From an optimization exercise on the open Yosys and OpenROAD flow, aimed at small area, a short achievable clock period and few clock cycles per item; shortcuts taken in it are not production practice. Where RTL was checked, it was by simulation tests only, not by an equivalence proof against the original. The RTL of runs 2 and 3 was laid out without a check of its function. Power is estimated from default activity; no workload was simulated.

==> flow/design.v (outline; a module is shown in full before it is edited, if it fits) <==
// module complex_multiplier: 3520 lines
// module cm_enc: 4 lines
// module cm_sel: 3 lines
// module cm_sel0: 3 lines
// module cm_sels: 3 lines
// module cm_fa: 4 lines
// module cm_ha: 4 lines
// module cm_x3: 3 lines
// module cm_x2: 3 lines
// module cm_xn2: 3 lines
// module cm_sgn: 3 lines
// module cm_negp: 3 lines
// module cm_negm: 3 lines
// module cm_or2: 3 lines
// module cm_enc0: 4 lines
// module cm_g: 3 lines
// module cm_and2: 3 lines
module complex_multiplier #(
    parameter INT_WIDTH = 8,
    parameter FRAC_WIDTH = 8
) (
    input wire clk,
    input wire rst,
    input wire signed [INT_WIDTH+FRAC_WIDTH-1:0] a_real,
    input wire signed [INT_WIDTH+FRAC_WIDTH-1:0] a_imag,
    input wire signed [INT_WIDTH+FRAC_WIDTH-1:0] b_real,
    input wire signed [INT_WIDTH+FRAC_WIDTH-1:0] b_imag,
    output wire signed [INT_WIDTH+FRAC_WIDTH-1:0] out_real,
    output wire signed [INT_WIDTH+FRAC_WIDTH-1:0] out_imag,
    input wire start,
    output reg done
);
  // ...
==> flow/flow/run.sh <==
#!/bin/bash
# The standard layout (the standard.sh, standard synthesis unchanged), with two
# placement/resizer settings changed: the input and output ports get a plain buffer
# (buf_4) instead of the resizer's default pick, and the resizer may swap a cell for one
# of another footprint when it repairs timing.
set -euo pipefail
bash standard.sh BUFFER_PORTS_ARGS="-buffer_cell sky130_fd_sc_hd__buf_4" MATCH_CELL_FOOTPRINT=0 RECOVER_POWER=100 finish > layout.log 2>&1
==> flow/standard.sh <==
#!/bin/bash
# synth_recipe.tcl (not shown) runs the flow's synth.tcl, then flattens the netlist and writes it again
# the make line also repeats each setting of config.mk as NAME=value (left out here)
make -C /OpenROAD-flow-scripts/flow DESIGN_CONFIG=/design/flow/config.mk WORK_HOME=/design/flow/orfs CLKGATE_MAP_FILE= SYNTH_SCRIPT=/design/flow/synth_recipe.tcl "${@:-finish}"
==> flow/config.mk <==
export PLATFORM = sky130hd
export DESIGN_NAME = complex_multiplier
export DESIGN_NICKNAME = complex_multiplier
export VERILOG_FILES = /design/flow/design.v
export SDC_FILE = /design/flow/constraint.sdc
export NUM_CORES = 4
export LEC_CHECK = 0
export CAP_MARGIN = 20
export CORE_MARGIN = 2
export CORE_UTILIZATION = 40
export CTS_BUF_LIST = sky130_fd_sc_hd__clkbuf_4 sky130_fd_sc_hd__clkbuf_8
export CTS_CLUSTER_SIZE = 30
export SETUP_SLACK_MARGIN = 4.8
export SLEW_MARGIN = 20
export SYNTH_HIERARCHICAL = 1
export SYNTH_MINIMUM_KEEP_SIZE = 0
==> flow/constraint.sdc <==
create_clock -name core_clock -period 10.0 [get_ports {clk}]
set_input_delay 2.0000 -clock core_clock [delete_from_list [all_inputs] [get_ports {clk}]]
set_output_delay 2.0000 -clock core_clock [all_outputs]
set_load 0.01 [all_outputs]
==> results.toml, run 1 <==
[run_status]
status = "finished with violations"
so_faults = "max-capacitance violations, max-slew violations"

[layout]
clkbuf_count = 10
fin_area_um2 = 23040
n_fill_cell = 4648
multi_input_cells = 1684
nNetsFinal = 2514
drive_gt1_share_pct = 11.03

[cts]
numCtsBuffers = 9
holdBufCountCts = 0
htree_levels = 3

[setup_path]
crit_path_start_kind = "primary input"
crit_required_ns = 10.31
cp.arrival_ns = 7.48
cp-end-kind = "flop"
cp.depth = 10
cpMaxStageDelayCell = "clkbuf_1"

[power_and_ir_drop]
ir_worst_vdd_mv = 0.2567
powerSeq_mw = 0.773
maxPowerGroup = "combinational cells"
switching_share_pct = 48.49
comb_power_share_pct = 83.8

[job]
maxCapViolations = 2

[routing]
drcViolationCount = 0
avgViaCountPerCell = 6.292

[grt]
track_usage_pct = 26.15
busiest_layer = "met2"

[placed_design]
placed_area_um2 = 22250
post-dp-hpwl_um = 47590
place_congestion = 0.9237
post-place-cells = 2593
post-place-ws_ns = 3.635

[timing]
holdWs_ns = 1.396
drv_slew = 87

[synth]
netlist_area_um2 = 20340
muxShareOfSynthArea_pct = 0
synth_top_family_by_area = "adder cells"
synth_top_area_share_pct = 36.12
ys_warn_count = 7
Testbench counts, summed over its fixed seeds: cycles 4,000, items 4,000.
==> inputs of run 2 (changes only) <==
--- a/flow/design.v
+++ b/flow/design.v
@@ -3297,231 +3297,279 @@
   cm_g u1610 (.g1(g1588), .p1(p1588), .g0(g1587), .g(g1610));
   wire p1611;
   cm_and2 u1611 (.a(p1588), .b(p1587), .y(p1611));
   wire g1612;
   cm_g u1612 (.g1(g1610), .p1(p1611), .g0(g1606), .g(g1612));
   wire sum1613;
   cm_x2 u1613 (.a(p1589), .b(g1612), .s(sum1613));
   wire g1614;
-  cm_g u1614 (.g1(g1589), .p1(p1589), .g0(g1612), .g(g1614));
-  wire sum1615;
-  cm_x2 u1615 (.a(p1590), .b(g1614), .s(sum1615));
+  cm_g u1614 (.g1(g1589), .p1(p1589), .g0(g1610), .g(g1614));
+  wire p1615;
+  cm_and2 u1615 (.a(p1589), .b(p1611), .y(p1615));
   wire g1616;
-  cm_g u1616 (.g1(g1590), .p1(p1590), .g0(g1589), .g(g1616));
-  wire p1617;
-  cm_and2 u1617 (.a(p1590), .b(p1589), .y(p1617));
+  cm_g u1616 (.g1(g1614), .p1(p1615), .g0(g1606), .g(g1616));
+  wire sum1617;
+  cm_x2 u1617 (.a(p1590), .b(g1616), .s(sum1617));
   wire g1618;
-  cm_g u1618 (.g1(g1616), .p1(p1617), .g0(g1610), .g(g1618));
+  cm_g u1618 (.g1(g1590), .p1(p1590), .g0(g1589), .g(g1618));
   wire p1619;
-  cm_and2 u1619 (.a(p1617), .b(p1611), .y(p1619));
+  cm_and2 u1619 (.a(p1590), .b(p1589), .y(p1619));
   wire g1620;
-  cm_g u1620 (.g1(g1618), .p1(p1619), .g0(g1606), .g(g1620));
-  wire sum1621;
-  cm_x2 u1621 (.a(p1591), .b(g1620), .s(sum1621));
+  cm_g u1620 (.g1(g1618), .p1(p1619), .g0(g1610), .g(g1620));
+  wire p1621;
+  cm_and2 u1621 (.a(p1619), .b(p1611), .y(p1621));
   wire g1622;
-  cm_g u1622 (.g1(g1591), .p1(p1591), .g0(g1620), .g(g1622));
+  cm_g u1622 (.g1(g1620), .p1(p1621), .g0(g1606), .g(g1622));
   wire sum1623;
-  cm_x2 u1623 (.a(p1592), .b(g1622), .s(sum1623));
+  cm_x2 u1623 (.a(p1591), .b(g1622), .s(sum1623));
   wire g1624;
-  cm_g u1624 (.g1(g1592), .p1(p1592), .g0(g1591), .g(g1624));
-  wire p1625;
-  cm_and2 u1625 (.a(p1592), .b(p1591), .y(p1625));
+  cm_g u1624 (.g1(g1591), .p1(p1591), .g0(g1622), .g(g1624));
+  wire sum1625;
+  cm_x2 u1625 (.a(p1592), .b(g1624), .s(sum1625));
   wire g1626;
-  cm_g u1626 (.g1(g1624), .p1(p1625), .g0(g1620), .g(g1626));
-  wire sum1627;
-  cm_x2 u1627 (.a(p1593), .b(g1626), .s(sum1627));
+  cm_g u1626 (.g1(g1592), .p1(p1592), .g0(g1591), .g(g1626));
+  wire p1627;
+  cm_and2 u1627 (.a(p1592), .b(p1591), .y(p1627));
   wire g1628;
-  cm_g u1628 (.g1(g1593), .p1(p1593), .g0(g1626), .g(g1628));
+  cm_g u1628 (.g1(g1626), .p1(p1627), .g0(g1622), .g(g1628));
   wire sum1629;
-  cm_x2 u1629 (.a(p1594), .b(g1628), .s(sum1629));
+  cm_x2 u1629 (.a(p1593), .b(g1628), .s(sum1629));
   wire g1630;
-  cm_g u1630 (.g1(g1594), .p1(p1594), .g0(g1593), .g(g1630));
+  cm_g u1630 (.g1(g1593), .p1(p1593), .g0(g1626), .g(g1630));
   wire p1631;
-  cm_and2 u1631 (.a(p1594), .b(p1593), .y(p1631));
+  cm_and2 u1631 (.a(p1593), .b(p1627), .y(p1631));
   wire g1632;
-  cm_g u1632 (.g1(g1630), .p1(p1631), .g0(g1624), .g(g1632));
-  wire p1633;
-  cm_and2 u1633 (.a(p1631), .b(p1625), .y(p1633));
+  cm_g u1632 (.g1(g1630), .p1(p1631), .g0(g1622), .g(g1632));
+  wire sum1633;
+  cm_x2 u1633 (.a(p1594), .b(g1632), .s(sum1633));
   wire g1634;
-  cm_g u1634 (.g1(g1632), .p1(p1633), .g0(g1620), .g(g1634));
-  wire sum1635;
-  cm_x2 u1635 (.a(p1595), .b(g1634), .s(sum1635));
+  cm_g u1634 (.g1(g1594), .p1(p1594), .g0(g1593), .g(g1634));
+  wire p1635;
+  cm_and2 u1635 (.a(p1594), .b(p1593), .y(p1635));
   wire g1636;
-  cm_g u1636 (.g1(g1595), .p1(p1595), .g0(g1634), .g(g1636));
-  wire sum1637;
-  cm_x2 u1637 (.a(p1596), .b(g1636), .s(sum1637));
+  cm_g u1636 (.g1(g1634), .p1(p1635), .g0(g1626), .g(g1636));
+  wire p1637;
+  cm_and2 u1637 (.a(p1635), .b(p1627), .y(p1637));
   wire g1638;
-  cm_g u1638 (.g1(g1596), .p1(p1596), .g0(g1595), .g(g1638));
-  wire p1639;
-  cm_and2 u1639 (.a(p1596), .b(p1595), .y(p1639));
+  cm_g u1638 (.g1(g1636), .p1(p1637), .g0(g1622), .g(g1638));
+  wire sum1639;
+  cm_x2 u1639 (.a(p1595), .b(g1638), .s(sum1639));
   wire g1640;
-  cm_g u1640 (.g1(g1638), .p1(p1639), .g0(g1634), .g(g1640));
-  wire sum1641;
-  cm_x2 u1641 (.a(p1597), .b(g1640), .s(sum1641));
+  cm_g u1640 (.g1(g1595), .p1(p1595), .g0(g1636), .g(g1640));
+  wire p1641;
+  cm_and2 u1641 (.a(p1595), .b(p1637), .y(p1641));
   wire g1642;
-  cm_g u1642 (.g1(g1597), .p1(p1597), .g0(g1640), .g(g1642));
+  cm_g u1642 (.g1(g1640), .p1(p1641), .g0(g1622), .g(g1642));
   wire sum1643;
-  cm_x2 u1643 (.a(p1598), .b(g1642), .s(sum1643));
-  wire s1644, c1644;
-  cm_ha u1644 (.a(im_q0_0), .b(im_q1_0), .s(s1644), .co(c1644));
-  wire s1645, c1645;
-  cm_fa u1645 (.a(im_q0_1), .b(im_q1_1), .c(im_q2_1), .s(s1645), .co(c1645));
-  wire s1646, c1646;
-  cm_fa u1646 (.a(im_q0_2), .b(im_q1_2), .c(im_q2_2), .s(s1646), .co(c1646));
-  wire s1647, c1647;
-  cm_fa u1647 (.a(im_q0_3), .b(im_q1_3), .c(im_q2_3), .s(s1647), .co(c1647));
-  wire s1648, c1648;
-  cm_fa u1648 (.a(im_q0_4), .b(im_q1_4), .c(im_q2_4), .s(s1648), .co(c1648));
-  wire s1649, c1649;
-  cm_fa u1649 (.a(im_q0_5), .b(im_q1_5), .c(im_q2_5), .s(s1649), .co(c1649));
-  wire s1650, c1650;
-  cm_fa u1650 (.a(im_q0_6), .b(im_q1_6), .c(im_q2_6), .s(s1650), .co(c1650));
-  wire s1651, c1651;
-  cm_fa u1651 (.a(im_q0_7), .b(im_q1_7), .c(im_q2_7), .s(s1651), .co(c1651));
-  wire s1652, c1652;
-  cm_fa u1652 (.a(im_q0_8), .b(im_q1_8), .c(im_q2_8), .s(s1652), .co(c1652));
-  wire s1653, c1653;
-  cm_fa u1653 (.a(im_q0_9), .b(im_q1_9), .c(im_q2_9), .s(s1653), .co(c1653));
-  wire s1654, c1654;
-  cm_fa u1654 (.a(im_q0_10), .b(im_q1_10), .c(im_q2_10), .s(s1654), .co(c1654));
-  wire s1655, c1655;
-  cm_fa u1655 (.a(im_q0_11), .b(im_q1_11), .c(im_q2_11), .s(s1655), .co(c1655));
+  cm_x2 u1643 (.a(p1596), .b(g1642), .s(sum1643));
+  wire g1644;
+  cm_g u1644 (.g1(g1596), .p1(p1596), .g0(g1595), .g(g1644));
+  wire p1645;
+  cm_and2 u1645 (.a(p1596), .b(p1595), .y(p1645));
+  wire g1646;
+  cm_g u1646 (.g1(g1644), .p1(p1645), .g0(g1636), .g(g1646));
+  wire p1647;
+  cm_and2 u1647 (.a(p1645), .b(p1637), .y(p1647));
+  wire g1648;
+  cm_g u1648 (.g1(g1646), .p1(p1647), .g0(g1622), .g(g1648));
+  wire sum1649;
+  cm_x2 u1649 (.a(p1597), .b(g1648), .s(sum1649));
+  wire g1650;
+  cm_g u1650 (.g1(g1597), .p1(p1597), .g0(g1644), .g(g1650));
+  wire p1651;
+  cm_and2 u1651 (.a(p1597), .b(p1645), .y(p1651));
+  wire g1652;
+  cm_g u1652 (.g1(g1650), .p1(p1651), .g0(g1636), .g(g1652));
+  wire p1653;
+  cm_and2 u1653 (.a(p1651), .b(p1637), .y(p1653));
+  wire g1654;
+  cm_g u1654 (.g1(g1652), .p1(p1653), .g0(g1622), .g(g1654));
+  wire sum1655;
+  cm_x2 u1655 (.a(p1598), .b(g1654), .s(sum1655));
   wire s1656, c1656;
-  cm_fa u1656 (.a(im_q0_12), .b(im_q1_12), .c(im_q2_12), .s(s1656), .co(c1656));
+  cm_ha u1656 (.a(im_q0_0), .b(im_q1_0), .s(s1656), .co(c1656));
   wire s1657, c1657;
-  cm_fa u1657 (.a(im_q0_13), .b(im_q1_13), .c(im_q2_13), .s(s1657), .co(c1657));
+  cm_fa u1657 (.a(im_q0_1), .b(im_q1_1), .c(im_q2_1), .s(s1657), .co(c1657));
   wire s1658, c1658;
-  cm_fa u1658 (.a(im_q0_14), .b(im_q1_14), .c(im_q2_14), .s(s1658), .co(c1658));
-  wire s1659;
-  cm_x3 u1659 (.a(im_q0_15), .b(im_q1_15), .c(im_q2_15), .s(s1659));
-  wire p1660, g1660;
-  cm_ha u1660 (.a(s1644), .b(im_q2_0), .s(p1660), .co(g1660));
-  wire p1661, g1661;
-  cm_ha u1661 (.a(c1644), .b(s1645), .s(p1661), .co(g1661));
-  wire p1662, g1662;
-  cm_ha u1662 (.a(c1645), .b(s1646), .s(p1662), .co(g1662));
-  wire p1663, g1663;
-  cm_ha u1663 (.a(c1646), .b(s1647), .s(p1663), .co(g1663));
-  wire p1664, g1664;
-  cm_ha u1664 (.a(c1647), .b(s1648), .s(p1664), .co(g1664));
-  wire p1665, g1665;
-  cm_ha u1665 (.a(c1648), .b(s1649), .s(p1665), .co(g1665));
-  wire p1666, g1666;
-  cm_ha u1666 (.a(c1649), .b(s1650), .s(p1666), .co(g1666));
-  wire p1667, g1667;
-  cm_ha u1667 (.a(c1650), .b(s1651), .s(p1667), .co(g1667));
-  wire p1668, g1668;
-  cm_ha u1668 (.a(c1651), .b(s1652), .s(p1668), .co(g1668));
-  wire p1669, g1669;
-  cm_ha u1669 (.a(c1652), .b(s1653), .s(p1669), .co(g1669));
-  wire p1670, g1670;
-  cm_ha u1670 (.a(c1653), .b(s1654), .s(p1670), .co(g1670));
-  wire p1671, g1671;
-  cm_ha u1671 (.a(c1654), .b(s1655), .s(p1671), .co(g1671));
+  cm_fa u1658 (.a(im_q0_2), .b(im_q1_2), .c(im_q2_2), .s(s1658), .co(c1658));
+  wire s1659, c1659;
+  cm_fa u1659 (.a(im_q0_3), .b(im_q1_3), .c(im_q2_3), .s(s1659), .co(c1659));
+  wire s1660, c1660;
+  cm_fa u1660 (.a(im_q0_4), .b(im_q1_4), .c(im_q2_4), .s(s1660), .co(c1660));
+  wire s1661, c1661;
+  cm_fa u1661 (.a(im_q0_5), .b(im_q1_5), .c(im_q2_5), .s(s1661), .co(c1661));
+  wire s1662, c1662;
+  cm_fa u1662 (.a(im_q0_6), .b(im_q1_6), .c(im_q2_6), .s(s1662), .co(c1662));
+  wire s1663, c1663;
+  cm_fa u1663 (.a(im_q0_7), .b(im_q1_7), .c(im_q2_7), .s(s1663), .co(c1663));
+  wire s1664, c1664;
+  cm_fa u1664 (.a(im_q0_8), .b(im_q1_8), .c(im_q2_8), .s(s1664), .co(c1664));
+  wire s1665, c1665;
+  cm_fa u1665 (.a(im_q0_9), .b(im_q1_9), .c(im_q2_9), .s(s1665), .co(c1665));
+  wire s1666, c1666;
+  cm_fa u1666 (.a(im_q0_10), .b(im_q1_10), .c(im_q2_10), .s(s1666), .co(c1666));
+  wire s1667, c1667;
+  cm_fa u1667 (.a(im_q0_11), .b(im_q1_11), .c(im_q2_11), .s(s1667), .co(c1667));
+  wire s1668, c1668;
+  cm_fa u1668 (.a(im_q0_12), .b(im_q1_12), .c(im_q2_12), .s(s1668), .co(c1668));
+  wire s1669, c1669;
+  cm_fa u1669 (.a(im_q0_13), .b(im_q1_13), .c(im_q2_13), .s(s1669), .co(c1669));
+  wire s1670, c1670;
+  cm_fa u1670 (.a(im_q0_14), .b(im_q1_14), .c(im_q2_14), .s(s1670), .co(c1670));
+  wire s1671;
+  cm_x3 u1671 (.a(im_q0_15), .b(im_q1_15), .c(im_q2_15), .s(s1671));
   wire p1672, g1672;
-  cm_ha u1672 (.a(c1655), .b(s1656), .s(p1672), .co(g1672));
+  cm_ha u1672 (.a(s1656), .b(im_q2_0), .s(p1672), .co(g1672));
   wire p1673, g1673;
   cm_ha u1673 (.a(c1656), .b(s1657), .s(p1673), .co(g1673));
   wire p1674, g1674;
   cm_ha u1674 (.a(c1657), .b(s1658), .s(p1674), .co(g1674));
-  wire p1675;
-  cm_x2 u1675 (.a(c1658), .b(s1659), .s(p1675));
-  wire sum1676;
-  cm_x2 u1676 (.a(p1661), .b(g1660), .s(sum1676));
-  wire g1677;
-  cm_g u1677 (.g1(g1661), .p1(p1661), .g0(g1660), .g(g1677));
-  wire sum1678;
-  cm_x2 u1678 (.a(p1662), .b(g1677), .s(sum1678));
-  wire g1679;
-  cm_g u1679 (.g1(g1662), .p1(p1662), .g0(g1677), .g(g1679));
-  wire sum1680;
-  cm_x2 u1680 (.a(p1663), .b(g1679), .s(sum1680));
-  wire g1681;
-  cm_g u1681 (.g1(g1663), .p1(p1663), .g0(g1662), .g(g1681));
-  wire p1682;
-  cm_and2 u1682 (.a(p1663), .b(p1662), .y(p1682));
-  wire g1683;
-  cm_g u1683 (.g1(g1681), .p1(p1682), .g0(g1677), .g(g1683));
-  wire sum1684;
-  cm_x2 u1684 (.a(p1664), .b(g1683), .s(sum1684));
-  wire g1685;
-  cm_g u1685 (.g1(g1664), .p1(p1664), .g0(g1683), .g(g1685));
-  wire sum1686;
-  cm_x2 u1686 (.a(p1665), .b(g1685), .s(sum1686));
-  wire g1687;
-  cm_g u1687 (.g1(g1665), .p1(p1665), .g0(g1664), .g(g1687));
-  wire p1688;
-  cm_and2 u1688 (.a(p1665), .b(p1664), .y(p1688));
+  wire p1675, g1675;
+  cm_ha u1675 (.a(c1658), .b(s1659), .s(p1675), .co(g1675));
+  wire p1676, g1676;
+  cm_ha u1676 (.a(c1659), .b(s1660), .s(p1676), .co(g1676));
+  wire p1677, g1677;
+  cm_ha u1677 (.a(c1660), .b(s1661), .s(p1677), .co(g1677));
+  wire p1678, g1678;
+  cm_ha u1678 (.a(c1661), .b(s1662), .s(p1678), .co(g1678));
+  wire p1679, g1679;
+  cm_ha u1679 (.a(c1662), .b(s1663), .s(p1679), .co(g1679));
+  wire p1680, g1680;
+  cm_ha u1680 (.a(c1663), .b(s1664), .s(p1680), .co(g1680));
+  wire p1681, g1681;
+  cm_ha u1681 (.a(c1664), .b(s1665), .s(p1681), .co(g1681));
+  wire p1682, g1682;
+  cm_ha u1682 (.a(c1665), .b(s1666), .s(p1682), .co(g1682));
+  wire p1683, g1683;
+  cm_ha u1683 (.a(c1666), .b(s1667), .s(p1683), .co(g1683));
+  wire p1684, g1684;
+  cm_ha u1684 (.a(c1667), .b(s1668), .s(p1684), .co(g1684));
+  wire p1685, g1685;
+  cm_ha u1685 (.a(c1668), .b(s1669), .s(p1685), .co(g1685));
+  wire p1686, g1686;
+  cm_ha u1686 (.a(c1669), .b(s1670), .s(p1686), .co(g1686));
+  wire p1687;
+  cm_x2 u1687 (.a(c1670), .b(s1671), .s(p1687));
+  wire sum1688;
+  cm_x2 u1688 (.a(p1673), .b(g1672), .s(sum1688));
   wire g1689;
-  cm_g u1689 (.g1(g1687), .p1(p1688), .g0(g1683), .g(g1689));
+  cm_g u1689 (.g1(g1673), .p1(p1673), .g0(g1672), .g(g1689));
   wire sum1690;
-  cm_x2 u1690 (.a(p1666), .b(g1689), .s(sum1690));
+  cm_x2 u1690 (.a(p1674), .b(g1689), .s(sum1690));
   wire g1691;
-  cm_g u1691 (.g1(g1666), .p1(p1666), .g0(g1689), .g(g1691));
+  cm_g u1691 (.g1(g1674), .p1(p1674), .g0(g1689), .g(g1691));
   wire sum1692;
-  cm_x2 u1692 (.a(p1667), .b(g1691), .s(sum1692));
+  cm_x2 u1692 (.a(p1675), .b(g1691), .s(sum1692));
   wire g1693;
-  cm_g u1693 (.g1(g1667), .p1(p1667), .g0(g1666), .g(g1693));
+  cm_g u1693 (.g1(g1675), .p1(p1675), .g0(g1674), .g(g1693));
   wire p1694;
-  cm_and2 u1694 (.a(p1667), .b(p1666), .y(p1694));
+  cm_and2 u1694 (.a(p1675), .b(p1674), .y(p1694));
   wire g1695;
-  cm_g u1695 (.g1(g1693), .p1(p1694), .g0(g1687), .g(g1695));
-  wire p1696;
-  cm_and2 u1696 (.a(p1694), .b(p1688), .y(p1696));
+  cm_g u1695 (.g1(g1693), .p1(p1694), .g0(g1689), .g(g1695));
+  wire sum1696;
+  cm_x2 u1696 (.a(p1676), .b(g1695), .s(sum1696));
   wire g1697;
-  cm_g u1697 (.g1(g1695), .p1(p1696), .g0(g1683), .g(g1697));
+  cm_g u1697 (.g1(g1676), .p1(p1676), .g0(g1695), .g(g1697));
   wire sum1698;
-  cm_x2 u1698 (.a(p1668), .b(g1697), .s(sum1698));
+  cm_x2 u1698 (.a(p1677), .b(g1697), .s(sum1698));
   wire g1699;
-  cm_g u1699 (.g1(g1668), .p1(p1668), .g0(g1697), .g(g1699));
-  wire sum1700;
-  cm_x2 u1700 (.a(p1669), .b(g1699), .s(sum1700));
+  cm_g u1699 (.g1(g1677), .p1(p1677), .g0(g1676), .g(g1699));
+  wire p1700;
+  cm_and2 u1700 (.a(p1677), .b(p1676), .y(p1700));
   wire g1701;
-  cm_g u1701 (.g1(g1669), .p1(p1669), .g0(g1668), .g(g1701));
-  wire p1702;
-  cm_and2 u1702 (.a(p1669), .b(p1668), .y(p1702));
+  cm_g u1701 (.g1(g1699), .p1(p1700), .g0(g1695), .g(g1701));
+  wire sum1702;
+  cm_x2 u1702 (.a(p1678), .b(g1701), .s(sum1702));
   wire g1703;
-  cm_g u1703 (.g1(g1701), .p1(p1702), .g0(g1697), .g(g1703));
-  wire sum1704;
-  cm_x2 u1704 (.a(p1670), .b(g1703), .s(sum1704));
+  cm_g u1703 (.g1(g1678), .p1(p1678), .g0(g1699), .g(g1703));
+  wire p1704;
+  cm_and2 u1704 (.a(p1678), .b(p1700), .y(p1704));
   wire g1705;
-  cm_g u1705 (.g1(g1670), .p1(p1670), .g0(g1703), .g(g1705));
+  cm_g u1705 (.g1(g1703), .p1(p1704), .g0(g1695), .g(g1705));
   wire sum1706;
-  cm_x2 u1706 (.a(p1671), .b(g1705), .s(sum1706));
+  cm_x2 u1706 (.a(p1679), .b(g1705), .s(sum1706));
   wire g1707;
-  cm_g u1707 (.g1(g1671), .p1(p1671), .g0(g1670), .g(g1707));
+  cm_g u1707 (.g1(g1679), .p1(p1679), .g0(g1678), .g(g1707));
   wire p1708;
-  cm_and2 u1708 (.a(p1671), .b(p1670), .y(p1708));
+  cm_and2 u1708 (.a(p1679), .b(p1678), .y(p1708));
   wire g1709;
-  cm_g u1709 (.g1(g1707), .p1(p1708), .g0(g1701), .g(g1709));
+  cm_g u1709 (.g1(g1707), .p1(p1708), .g0(g1699), .g(g1709));
   wire p1710;
-  cm_and2 u1710 (.a(p1708), .b(p1702), .y(p1710));
+  cm_and2 u1710 (.a(p1708), .b(p1700), .y(p1710));
   wire g1711;
-  cm_g u1711 (.g1(g1709), .p1(p1710), .g0(g1697), .g(g1711));
+  cm_g u1711 (.g1(g1709), .p1(p1710), .g0(g1695), .g(g1711));
   wire sum1712;
-  cm_x2 u1712 (.a(p1672), .b(g1711), .s(sum1712));
+  cm_x2 u1712 (.a(p1680), .b(g1711), .s(sum1712));
   wire g1713;
-  cm_g u1713 (.g1(g1672), .p1(p1672), .g0(g1711), .g(g1713));
+  cm_g u1713 (.g1(g1680), .p1(p1680), .g0(g1711), .g(g1713));
   wire sum1714;
-  cm_x2 u1714 (.a(p1673), .b(g1713), .s(sum1714));
+  cm_x2 u1714 (.a(p1681), .b(g1713), .s(sum1714));
   wire g1715;
-  cm_g u1715 (.g1(g1673), .p1(p1673), .g0(g1672), .g(g1715));
+  cm_g u1715 (.g1(g1681), .p1(p1681), .g0(g1680), .g(g1715));
   wire p1716;
-  cm_and2 u1716 (.a(p1673), .b(p1672), .y(p1716));
+  cm_and2 u1716 (.a(p1681), .b(p1680), .y(p1716));
   wire g1717;
   cm_g u1717 (.g1(g1715), .p1(p1716), .g0(g1711), .g(g1717));
   wire sum1718;
-  cm_x2 u1718 (.a(p1674), .b(g1717), .s(sum1718));
+  cm_x2 u1718 (.a(p1682), .b(g1717), .s(sum1718));
   wire g1719;
-  cm_g u1719 (.g1(g1674), .p1(p1674), .g0(g1717), .g(g1719));
-  wire sum1720;
-  cm_x2 u1720 (.a(p1675), .b(g1719), .s(sum1720));
-  assign out_real = {sum1643, sum1641, sum1637, sum1635, sum1629, sum1627, sum1623, sum1621, sum1615, sum1613, sum1609, sum1607, sum1603, sum1601, sum1599, p1583};
-  assign out_imag = {sum1720, sum1718, sum1714, sum1712, sum1706, sum1704, sum1700, sum1698, sum1692, sum1690, sum1686, sum1684, sum1680, sum1678, sum1676, p1660};
+  cm_g u1719 (.g1(g1682), .p1(p1682), .g0(g1715), .g(g1719));
+  wire p1720;
+  cm_and2 u1720 (.a(p1682), .b(p1716), .y(p1720));
+  wire g1721;
+  cm_g u1721 (.g1(g1719), .p1(p1720), .g0(g1711), .g(g1721));
+  wire sum1722;
+  cm_x2 u1722 (.a(p1683), .b(g1721), .s(sum1722));
+  wire g1723;
+  cm_g u1723 (.g1(g1683), .p1(p1683), .g0(g1682), .g(g1723));
+  wire p1724;
+  cm_and2 u1724 (.a(p1683), .b(p1682), .y(p1724));
+  wire g1725;
+  cm_g u1725 (.g1(g1723), .p1(p1724), .g0(g1715), .g(g1725));
+  wire p1726;
+  cm_and2 u1726 (.a(p1724), .b(p1716), .y(p1726));
+  wire g1727;
+  cm_g u1727 (.g1(g1725), .p1(p1726), .g0(g1711), .g(g1727));
+  wire sum1728;
+  cm_x2 u1728 (.a(p1684), .b(g1727), .s(sum1728));
+  wire g1729;
+  cm_g u1729 (.g1(g1684), .p1(p1684), .g0(g1725), .g(g1729));
+  wire p1730;
+  cm_and2 u1730 (.a(p1684), .b(p1726), .y(p1730));
+  wire g1731;
+  cm_g u1731 (.g1(g1729), .p1(p1730), .g0(g1711), .g(g1731));
+  wire sum1732;
+  cm_x2 u1732 (.a(p1685), .b(g1731), .s(sum1732));
+  wire g1733;
+  cm_g u1733 (.g1(g1685), .p1(p1685), .g0(g1684), .g(g1733));
+  wire p1734;
+  cm_and2 u1734 (.a(p1685), .b(p1684), .y(p1734));
+  wire g1735;
+  cm_g u1735 (.g1(g1733), .p1(p1734), .g0(g1725), .g(g1735));
+  wire p1736;
+  cm_and2 u1736 (.a(p1734), .b(p1726), .y(p1736));
+  wire g1737;
+  cm_g u1737 (.g1(g1735), .p1(p1736), .g0(g1711), .g(g1737));
+  wire sum1738;
+  cm_x2 u1738 (.a(p1686), .b(g1737), .s(sum1738));
+  wire g1739;
+  cm_g u1739 (.g1(g1686), .p1(p1686), .g0(g1733), .g(g1739));
+  wire p1740;
+  cm_and2 u1740 (.a(p1686), .b(p1734), .y(p1740));
+  wire g1741;
+  cm_g u1741 (.g1(g1739), .p1(p1740), .g0(g1725), .g(g1741));
+  wire p1742;
+  cm_and2 u1742 (.a(p1740), .b(p1726), .y(p1742));
+  wire g1743;
+  cm_g u1743 (.g1(g1741), .p1(p1742), .g0(g1711), .g(g1743));
+  wire sum1744;
+  cm_x2 u1744 (.a(p1687), .b(g1743), .s(sum1744));
+  assign out_real = {sum1655, sum1649, sum1643, sum1639, sum1633, sum1629, sum1625, sum1623, sum1617, sum1613, sum1609, sum1607, sum1603, sum1601, sum1599, p1583};
+  assign out_imag = {sum1744, sum1738, sum1732, sum1728, sum1722, sum1718, sum1714, sum1712, sum1706, sum1702, sum1698, sum1696, sum1692, sum1690, sum1688, p1672};
 endmodule
 module cm_enc (input wire y2, input wire y1, input wire y0, output wire onen, output wire twon);
   assign onen = ~(y1 ^ y0);
   assign twon = ~((y2 & ~y1 & ~y0) | (~y2 & y1 & y0));
 endmodule
 module cm_sel (input wire onen, input wire twon, input wire xn1, input wire xn0, output wire s);
   assign s = ~((onen | xn1) & (twon | xn0));
 endmodule
==> flow/flow/run.sh (replaced) <==
#!/bin/bash
# The standard layout (the standard.sh, standard synthesis unchanged), with two
# placement/resizer settings changed: the input and output ports get a plain buffer
# (buf_4) instead of the resizer's default pick, and the resizer may swap a cell for one
# of another footprint when it repairs timing.
set -euo pipefail
bash standard.sh BUFFER_PORTS_ARGS="-buffer_cell sky130_fd_sc_hd__buf_4" MATCH_CELL_FOOTPRINT=0 finish > layout.log 2>&1
==> flow/config.mk (replaced) <==
export PLATFORM = sky130hd
export DESIGN_NAME = complex_multiplier
export DESIGN_NICKNAME = complex_multiplier
export VERILOG_FILES = /design/flow/design.v
export SDC_FILE = /design/flow/constraint.sdc
export NUM_CORES = 4
export LEC_CHECK = 0
export CAP_MARGIN = 20
export CORE_MARGIN = 2
export CORE_UTILIZATION = 40
export SETUP_SLACK_MARGIN = 4.8
export SLEW_MARGIN = 20
export SYNTH_HIERARCHICAL = 1
export SYNTH_MINIMUM_KEEP_SIZE = 0
==> results.toml, run 2 <==
[run_status]
status = "finished clean"

[setup_path]
cp.arrival_ns = 5.43
path_class = "primary input to flop"
crit_path_start_kind = "primary input"
crit_start = "b_real[7]"
crit_path_max_fanout = 43
cp-end-kind = "flop"
crit_required_ns = 10.26

[placed_design]
place_congestion = 0.9244
post-dp-hpwl_um = 47620
port_buffers = 99
placed_area_um2 = 22410
post-place-ws_ns = 3.711

[power_and_ir_drop]
p_leak_nw = 9.538
p_total_mw = 7.456
power_density_nw_per_um2 = 317.2
ir_worst_vdd_mv = 0.2687

[cts]
cts_root_buf = "clkbuf_16"
clk_path_buf_depth = 2
cts_sinks = 97
cts_tree = "yes"
path_clk_slew_ns = 0.06
numCtsBuffers = 9
holdBufCountCts = 0
htree_levels = 3

[synth]
synth_nets = 2396
ys_ff_latch = 97
synth_edf_count = 0
synth_area_leader_cell = "fa_1"
yosysUniqueCellTypes = 20
synth_most_common_cell = "o22ai_1"
synth_area_leaders = "fa_1 36%, xnor2_1 16%, o22ai_1 14%"
synthArstFlopShare_pct = 1.031
synth-main-ff-cell = "dfxtp_1"
syn_avg_cell_area_um2 = 11.06
netlist_area_um2 = 20500
ys_warn_count = 7
synth_top_area_share_pct = 35.83
synthCells = 1854
ys_top_cells_by_count = "464 x o22ai_1, 370 x xnor2_1, 367 x fa_1"
ys_seq_area_share_pct = 9.495

[routing]
ant_nets = 0
num_vias = 16880
avgViaCountPerCell = 6.327
wl_per_cell_um = 26.10
routed_wl_um = 69650
drcViolationCount = 0
first_pass_iters = 5
drt_iter0_drc = 1401

[timing]
setup_slack_ns = 4.833
fin_crit_sh_pct = 51.67
slew_headroom_pct = 31.52
rsz0062_at_grt = "yes"
hold_viol = 0
drv_slew = 0
fin_setup_tns_ns = 0
tightestPinTransition_ns = 1.022
fmax_ghz = 0.1935
setup_violations = 0
finalCriticalPeriod_ns = 5.167

[layout]
nNetsFinal = 2533
final_cell_mix = "452 x o22ai_1, 356 x xnor2_1, 348 x fa_1"
drive_gt1_share_pct = 13.18
area_growth_pct = 14.63
fin_area_um2 = 23510
final_common_cell = "o22ai_1"
diodes = 0
n_fill_cell = 4588

[hold_path]
worstHoldPathType = "primary input to async pin"

[grt]
grt_antenna_before_repair = 1
gr-total-overflow = 0
grt_max_degree = 45
grt_pass1_vias = 18280
track_usage_pct = 26.14
grt_pass1_wl_um = 106200

[die]
rows = 82
coreArea_um2 = 50380
die-area_um2 = 53090
io_pins = 100
die_x_um = 230.4
initial_core_util_pct = 40.70
die-height_um = 230.4

[job]
maxCapViolations = 0
run 2: report_power, final:
group	internal, mW	total, mW	leakage, nW	switching, mW
logic	3.08	6.28	8.55	3.20
registers	0.675	0.778	0.820	0.103
clock network	0.249	0.399	0.172	0.150
run 2: per-module statistics from Yosys, one instance, submodules excluded, excerpt:
module | cells | flip-flops and latches
cm_fa | 1 | 0
cm_ha | 1 | 0
cm_enc0 | 2 | 0
cm_negm | 1 | 0
cm_xn2 | 1 | 0
cm_g | 1 | 0
cm_sgn | 1 | 0
cm_sel | 1 | 0
cm_or2 | 1 | 0
run 2: critical path, stage by stage:
cell     delay [ns]
buf_16         0.25
and3b_2        0.34
a21oi_4        0.05
buf_4          0.19
o22ai_1        0.23
fa_2           0.49
fa_1           0.56
fa_2           0.48
fa_2           0.35
fa_1           0.42
run 2: repair_timing:
item,4_1_cts,5_1_grt
setup buffers,21,4
cloned,8,2
endpoints found under the setup margin,83,36
gates resized for setup,63,31
pin swaps,9,2
run 2: layout make-up:
type | instances | area (µm²) | area share, %
inverter | 26 | 97.59 | 0.4152
sequential | 97 | 1947 | 8.283
tap | 672 | 840.8 | 3.577
clock buffer | 10 | 239.0 | 1.017
multi-input combinational | 1707 | 18790 | 79.95
timing repair buffer | 150 | 1483 | 6.308
clock inverter | 6 | 105.1 | 0.4471
run 2: kinds of logic (layout without fill, tap and decap cells):
group / after synthesis / in the layout / synth area share (%)
xor gates and xnor gates: 534 / 536 / 23.98
buffers and inverters: 58 / 192 / 1.648
and+or+nand+nor: 87 / 87 / 2.654
DFF: 97 / 97 / 9.495
AOI/OAI and AO/OA: 603 / 609 / 19.80
adders and majority gates: 475 / 475 / 42.42
run 2: per-layer routing:
layer	track usage, %	vias to the layer above	routed length (µm)
met5	0	-	13
met1	30.54	8500	26030
met3	4.459	309	5212
met2	45.02	969	34010
met4	15.69	2	4390
li1	-	7101	-
run 2: path summary, 6_finish.rpt:
check,to,slack [ns],depth (start not counted)
worst max-delay path,im_q1_7,4.83,10
min in group core_clock,done,1.73,1
max in group asynchronous,done,8.45,2
worst min-delay path,done,1.46,2
run 2: metrics by stage:
stage          instances  util [%]  hold slack (ns)
5_1_grt             2668     46.66            1.451
6_report            2668     46.66            1.458
2_1_floorplan       1854         -            1.729
4_1_cts             2662     46.18            1.445
3_3_place_gp        2617     44.49            1.844
3_5_place_dp        2617     44.49            1.847
==> inputs of run 3 (changes only) <==
--- a/flow/config.mk
+++ b/flow/config.mk
@@ -8,7 +8,7 @@
 export CAP_MARGIN = 20
 export CORE_MARGIN = 2
 export CORE_UTILIZATION = 40
-export SETUP_SLACK_MARGIN = 4.8
+export SETUP_SLACK_MARGIN = 5.0
 export SLEW_MARGIN = 20
 export SYNTH_HIERARCHICAL = 1
 export SYNTH_MINIMUM_KEEP_SIZE = 0
==> results.toml, run 3 <==
[run_status]
status = "finished clean"

[timing]
holdWs_ns = 1.452
fin_setup_tns_ns = 0
finalCriticalPeriod_ns = 5.037
drv_slew = 0
fin_crit_sh_pct = 50.37
hold_viol = 0
fmax_ghz = 0.1985
rsz0062_at_grt = "yes"
slew_headroom_pct = 44.39
setup_violations = 0
tightestPinTransition_ns = 0.8300

[synth]
synth-main-ff-cell = "dfxtp_1"
ys_seq_area_share_pct = 9.495
ys_warn_count = 7
synth_edf_count = 0
synth_nets = 2396
synthArstFlopShare_pct = 1.031
ys_top_cells_by_count = "464 x o22ai_1, 370 x xnor2_1, 367 x fa_1"
synth_area_leader_cell = "fa_1"
yosysUniqueCellTypes = 20
synth_most_common_cell = "o22ai_1"
ys_ff_latch = 97
netlist_area_um2 = 20500
syn_avg_cell_area_um2 = 11.06
synth_area_leaders = "fa_1 36%, xnor2_1 16%, o22ai_1 14%"
synthCells = 1854
synth_top_area_share_pct = 35.83

[setup_path]
crit_path_max_fanout = 14
cp.arrival_ns = 5.36
cp-end-kind = "flop"
path_cells = "buf_6, xnor2_4, o22ai_1, fa_1, fa_1, fa_2, fa_2, fa_2"
crit_path_start_kind = "primary input"
worst_path_largest_cell_delay_ns = 0.55
critPathTopFamily = "adder cells"
endpoint = "re_q1_7"
crit_top_cell = "fa_2"
path_class = "primary input to flop"
path_buf_inv = 1
cp.depth = 8
crit_required_ns = 10.32
cpMaxStageDelayCell = "xnor2_4"
crit_start = "b_real[10]"

[grt]
grt_max_degree = 45
grt_pass1_vias = 18490
gr-total-overflow = 0
grt_pass1_wl_um = 110800
track_usage_pct = 27.83
grt_antenna_before_repair = 0

[die]
io_pins = 100
die_x_um = 230.4
rows = 82
die-height_um = 230.4
initial_core_util_pct = 40.70
die-area_um2 = 53090
coreArea_um2 = 50380

[layout]
final_common_cell = "o22ai_1"
area_growth_pct = 22.68
diodes = 0
stdcell_count = 2759
final_cell_mix = "433 x o22ai_1, 354 x xnor2_1, 329 x fa_1"
post-route-util_pct = 49.94
drive_gt1_share_pct = 19.26
nNetsFinal = 2625

[cts]
numCtsBuffers = 9
cts_tree = "yes"
path_clk_slew_ns = 0.06
cts_root_buf = "clkbuf_16"
htree_levels = 3
holdBufCountCts = 0
cts_sinks = 97
clk_path_buf_depth = 2

[routing]
drcViolationCount = 0
first_pass_iters = 9
drt_iter0_drc = 1811
ant_nets = 0
avgViaCountPerCell = 6.518
wl_per_cell_um = 28.56
num_vias = 17980
routed_wl_um = 78800

[placed_design]
port_buffers = 99
post-dp-hpwl_um = 47880
place_congestion = 0.9190
post-place-cells = 2615

[hold_path]
worstHoldPathType = "primary input to async pin"

[power_and_ir_drop]
power_density_nw_per_um2 = 300.1
p_leak_nw = 10.28
p_total_mw = 7.549
ir_worst_vdd_mv = 0.2397

[job]
maxCapViolations = 0
## run 3: cell counts after synthesis
Identical to the previous run, type by type.
## run 3: timing repair
action                     in CTS  in global routing
resized for setup             103                 68
pin swaps                      14                 28
setup endpoints to repair      95                 40
buffers inserted               38                 54
gates cloned                   21                 16
## run 3: cell families (layout without fill, tap and decap cells)
kind of cell	Yosys count	in the layout	share of synthesized area [%]
flip-flops	97	97	9.495
AND/OR/NAND/NOR	87	87	2.654
buffers and inverters	58	279	1.648
XOR/XNOR	534	537	23.98
AO/OA/AOI/OAI	603	612	19.80
adder cells (fa/ha/maj)	475	475	42.42
## run 3: worst min path at each step
stage	start	end	slack (ns)	depth (start not counted)
after detailed placement	rst	done	1.85	2
after global placement	rst	done	1.84	2
after global routing	rst	done	1.44	2
final	rst	done	1.45	2
after floorplan	rst	done	1.73	1
after CTS	rst	done	1.44	2
## run 3: cell type report
class                           count  area [µm²]
Fill cell                        4326       25220
Tap cell                          672       840.8
Clock buffer                       11       232.7
Timing Repair Buffer              238        2859
Sequential cell                    97        1947
Clock inverter                      4       45.04
Multi-Input combinational cell   1711       19130
Inverter                           26       97.59
## run 3: Yosys stat by module, one instance, submodules excluded, excerpt
module              cells inside  area (µm²)  copies in the design
cm_ha                          1       12.51                   108
cm_negp                        1       11.26                    21
cm_g                           1       7.507                    81
cm_enc                         4       30.03                    14
cm_and2                        1       6.256                    47
cm_negm                        1       10.01                     7
cm_xn2                         1       8.758                   356
cm_enc0                        2       10.01                     2
cm_x3                          1       23.77                    16
complex_multiplier           155        2290                     1
cm_sgn                         1       7.507                    16
cm_or2                         1       6.256                     8
cm_x2                          1       8.758                   148
## run 3: power breakdown
group,internal (mW),total [mW],switching [mW]
Combinational,3.17,6.43,3.26
Sequential,0.675,0.777,0.102
Clock,0.191,0.340,0.149
Total,4.04,7.55,3.51
## run 3: per-stage QoR
stage          worst slack (ns)  instance area [µm²]
2_1_floorplan             4.751                21000
3_3_place_gp              3.679                22520
3_5_place_dp              3.645                22520
4_1_cts                   4.982                23960
5_1_grt                   4.928                25160
6_report                  4.963                25160
## run 3: metal layers
metal | global-route usage [%] | vias up | routed length [µm]
met1 | 32.53 | 8855 | 27800
met3 | 5.422 | 431 | 8202
met4 | 17.84 | 0 | 6069
met5 | 0 | - | 0
met2 | 46.84 | 1415 | 36730
li1 | - | 7281 | -

-- what the ideal ports hide --
In the flow no input, the clock included, has a driving cell. The finished layouts below were timed again as built, in two steps. Step 1 (the two cells are an assumption about what drives the block):
set clk [get_ports {clk}]
set_driving_cell -lib_cell sky130_fd_sc_hd__clkbuf_16 $clk
set_driving_cell -lib_cell sky130_fd_sc_hd__buf_2 [delete_from_list [all_inputs] $clk]
Step 2 moves the port delays by t, midway between the first and last clock arrival at a register: inputs arrive t later, outputs are due t later. That takes back most of the time a late clock gives input paths. a / b / c = ideal / step 1 / step 2; a / b = the first two.
run	shift t [ns]	setup slack, ns	clock arrival spread, ns	worst data-port slew with drivers (ns)
run 1	0.477	2.824 / 2.801 / 2.323	0.011 / 0.011	0.22
run 2	0.433	4.833 / 4.781 / 4.348	0.010 / 0.011	0.21
run 3	0.438	4.963 / 4.673 / 4.235	0.010 / 0.009	0.44
The setup slack of run 3, which loses most, moves by -0.290 ns with the drivers and by -0.728 ns with both steps.
